From an optimization exercise on the open Yosys and OpenROAD flow, aimed at small area; shortcuts taken in it are not production practice. The RTL was checked by simulation tests, not by an equivalence proof against the original design.

Setup of build 91:
// calc
module calc(clk, rst, validIn, dataIn, dataOut);
input clk, rst, validIn;
input  [15:0] dataIn;
output [15:0] dataOut;
reg [1:0] state;
reg [15:0] num1;
reg [15:0] dataOut;
wire inA = ~state[1] & ~state[0];
wire inB = state[0];
wire inC = state[1];
wire opAdd = dataOut[0];
wire isOp  = (dataIn[15:2] == 14'd0);
wire selSq  = inB & ~dataIn[0];
wire selMul = inC & ~opAdd;
wire [15:0] mb;
assign mb[0] = (selSq & num1[0]) | (selMul & dataIn[0]) | (inC & opAdd) | (inB & dataIn[0]);
assign mb[15:1] = ({15{selSq}} & num1[15:1]) | ({15{selMul}} & dataIn[15:1]);
wire injHi = inC & opAdd;
wire injLo = inB | (inC & opAdd);
wire [15:0] prodN;
    wire pp_0_0 = ~(num1[0] & mb[0]);
    wire pp_1_0 = ~(num1[1] & mb[0]);
    wire pp_2_0 = ~(num1[2] & mb[0]);
    wire pp_3_0 = ~(num1[3] & mb[0]);
    wire pp_4_0 = ~(num1[4] & mb[0]);
    wire pp_5_0 = ~(num1[5] & mb[0]);
    wire pp_6_0 = ~(num1[6] & mb[0]);
    wire pp_7_0 = ~(num1[7] & mb[0]);
  ...
For scale: ~34 flip-flops.
export LEC_CHECK = 0
export CAP_MARGIN = 0
export CORE_MARGIN = 2
export CORE_UTILIZATION = 40
export CTS_BUF_LIST = sky130_fd_sc_hd__clkbuf_8
export SLEW_MARGIN = 0
export SYNTH_HIERARCHICAL = 1
create_clock -name core_clock -period 8.0 [get_ports {clk}]
standard.sh (not shown) runs the stock make flow with config.mk's settings and CLKGATE_MAP_FILE= SYNTH_SCRIPT=/design/flow/synth_recipe.tcl, a recipe that flattens the netlist after the stock synthesis.
==> flow/flow/run.sh <==
#!/bin/bash
# Layout flow: the standard layout (standard.sh) with these changes:
# - the port buffers that global placement puts on every input and output
#   port are made from the smallest buffer cell (the resizer still upsizes
#   any that needs more drive);
# - clock tree synthesis adds no dummy loads (they only balance the leaf
#   buffers' loads and take area);
# - the resizer may not use the large plain buffers (buf_4 and up) when it
#   splits high-fanout nets, so it uses the smaller ones.
# Every tool's output goes to standard.log here, and ORFS's own logs.
export BUFFER_PORTS_ARGS="-buffer_cell sky130_fd_sc_hd__buf_1"
export CTS_ARGS="-sink_clustering_enable -repair_clock_nets -buf_list sky130_fd_sc_hd__clkbuf_8 -dont_use_dummy_load"
export DONT_USE_CELLS="sky130_fd_sc_hd__buf_4 sky130_fd_sc_hd__buf_6 sky130_fd_sc_hd__buf_8 sky130_fd_sc_hd__buf_12 sky130_fd_sc_hd__buf_16"
bash standard.sh finish > standard.log 2>&1
Here is what was changed in the inputs of build 18 compared with build 91.
--- a/flow/flow/run.sh
+++ b/flow/flow/run.sh
@@ -8,3 +8,4 @@
 # - the resizer may not use the large plain buffers (buf_4 and up) when it
-#   splits high-fanout nets, so it uses the smaller ones.
+#   splits high-fanout nets, so it uses the smaller ones. DONT_USE_CELLS is
+#   the platform's list with those buffers added.
 # Every tool's output goes to standard.log here, and ORFS's own logs.
@@ -12,3 +13,3 @@
 export CTS_ARGS="-sink_clustering_enable -repair_clock_nets -buf_list sky130_fd_sc_hd__clkbuf_8 -dont_use_dummy_load"
-export DONT_USE_CELLS="sky130_fd_sc_hd__buf_4 sky130_fd_sc_hd__buf_6 sky130_fd_sc_hd__buf_8 sky130_fd_sc_hd__buf_12 sky130_fd_sc_hd__buf_16"
-bash standard.sh finish > standard.log 2>&1
+DU="sky130_fd_sc_hd__probe_p_8 sky130_fd_sc_hd__probec_p_8 sky130_fd_sc_hd__lpflow_bleeder_1 sky130_fd_sc_hd__lpflow_clkbufkapwr_1 sky130_fd_sc_hd__lpflow_clkbufkapwr_16 sky130_fd_sc_hd__lpflow_clkbufkapwr_2 sky130_fd_sc_hd__lpflow_clkbufkapwr_4 sky130_fd_sc_hd__lpflow_clkbufkapwr_8 sky130_fd_sc_hd__lpflow_clkinvkapwr_1 sky130_fd_sc_hd__lpflow_clkinvkapwr_16 sky130_fd_sc_hd__lpflow_clkinvkapwr_2 sky130_fd_sc_hd__lpflow_clkinvkapwr_4 sky130_fd_sc_hd__lpflow_clkinvkapwr_8 sky130_fd_sc_hd__lpflow_decapkapwr_12 sky130_fd_sc_hd__lpflow_decapkapwr_3 sky130_fd_sc_hd__lpflow_decapkapwr_4 sky130_fd_sc_hd__lpflow_decapkapwr_6 sky130_fd_sc_hd__lpflow_decapkapwr_8 sky130_fd_sc_hd__lpflow_inputiso0n_1 sky130_fd_sc_hd__lpflow_inputiso0p_1 sky130_fd_sc_hd__lpflow_inputiso1n_1 sky130_fd_sc_hd__lpflow_inputiso1p_1 sky130_fd_sc_hd__lpflow_inputisolatch_1 sky130_fd_sc_hd__lpflow_isobufsrc_1 sky130_fd_sc_hd__lpflow_isobufsrc_16 sky130_fd_sc_hd__lpflow_isobufsrc_2 sky130_fd_sc_hd__lpflow_isobufsrc_4 sky130_fd_sc_hd__lpflow_isobufsrc_8 sky130_fd_sc_hd__lpflow_isobufsrckapwr_16 sky130_fd_sc_hd__lpflow_lsbuf_lh_hl_isowell_tap_1 sky130_fd_sc_hd__lpflow_lsbuf_lh_hl_isowell_tap_2 sky130_fd_sc_hd__lpflow_lsbuf_lh_hl_isowell_tap_4 sky130_fd_sc_hd__lpflow_lsbuf_lh_isowell_4 sky130_fd_sc_hd__lpflow_lsbuf_lh_isowell_tap_1 sky130_fd_sc_hd__lpflow_lsbuf_lh_isowell_tap_2 sky130_fd_sc_hd__lpflow_lsbuf_lh_isowell_tap_4  sky130_fd_sc_hd__buf_4 sky130_fd_sc_hd__buf_6 sky130_fd_sc_hd__buf_8 sky130_fd_sc_hd__buf_12 sky130_fd_sc_hd__buf_16"
+bash standard.sh "DONT_USE_CELLS=$DU" finish > standard.log 2>&1
Status: build 18 FAILED at synthesis (1_2_yosys) (tool error)
#### Input delta (build 60 over build 18)
Settings: a change of CTS_BUF_LIST from sky130_fd_sc_hd__clkbuf_8 to sky130_fd_sc_hd__clkbuf_4.
==> flow/flow/run.sh <==
#!/bin/bash
# Layout flow: the standard layout (standard.sh) with these changes:
# - the port buffers that global placement puts on every input and output
#   port are made from the smallest buffer cell (the resizer still upsizes
#   any that needs more drive);
# - clock tree synthesis uses clkbuf_4 below a clkbuf_8 root and adds no
#   dummy loads (they only balance the leaf buffers' loads and take area).
# Every tool's output goes to standard.log here, and ORFS's own logs.
export BUFFER_PORTS_ARGS="-buffer_cell sky130_fd_sc_hd__buf_1"
export CTS_ARGS="-sink_clustering_enable -repair_clock_nets -buf_list sky130_fd_sc_hd__clkbuf_4 -root_buf sky130_fd_sc_hd__clkbuf_8 -dont_use_dummy_load"
bash standard.sh finish > standard.log 2>&1
==> comparison <==
- As the logs show, build 18 stopped at synthesis (1_2_yosys) after a tool error, so it never reached the end of the flow.
- Build 60 finished every stage and its layout cleared the timing, design-rule and antenna checks.
For build 4, these inputs were changed with respect to build 60:
Settings: CTS_BUF_LIST: sky130_fd_sc_hd__clkbuf_4 -> sky130_fd_sc_hd__clkbuf_8.
==> flow/flow/run.sh <==
#!/bin/bash
# Layout flow: the standard layout (standard.sh) with two changes:
# - the port buffers that global placement puts on every input and output
#   port are made from the smallest buffer cell (the resizer still upsizes
#   any that needs more drive);
# - clock tree synthesis adds no dummy loads (they only balance the leaf
#   buffers' loads and take area).
# Every tool's output goes to standard.log here, and ORFS's own logs.
export BUFFER_PORTS_ARGS="-buffer_cell sky130_fd_sc_hd__buf_1"
export CTS_ARGS="-sink_clustering_enable -repair_clock_nets -buf_list sky130_fd_sc_hd__clkbuf_8 -dont_use_dummy_load"
bash standard.sh finish > standard.log 2>&1
==> notes.md <==
As far as latest clock arrival within the worst-skew pair is concerned, build 4 and build 60 perform about the same. Reported for build 60 and build 4, distinct cell type count after synthesis turned out identical to the last digit. The die outline width of build 4 and that of build 60 are within noise of each other. Compared build 60 against build 4; count of mapped cells out of synthesis within noise.

==> re-timing with driven ports <==
Ports are ideal in the flow. The routed layouts listed here were re-timed in OpenROAD. Step 1 assumes that a clkbuf_16 drives the clock port and a buf_2 every other input. Step 2 also shifts input and output timing later by t, the mid clock arrival at the registers, as if the neighbouring blocks saw the same clock. Slacks: ideal ports / drivers / drivers and shift; pairs: ideal ports / drivers.
run | shift t [ns] | setup WS [ns] | pins driven straight from the clock port
build 91 | 0.313 | 0.262 / 0.267 / -0.046 | 1
build 60 | 0.313 | 0.262 / 0.267 / -0.046 | 1
build 4 | 0.313 | 0.262 / 0.267 / -0.046 | 1
With both steps, setup timing fails in every run listed, where it was met with ideal ports.
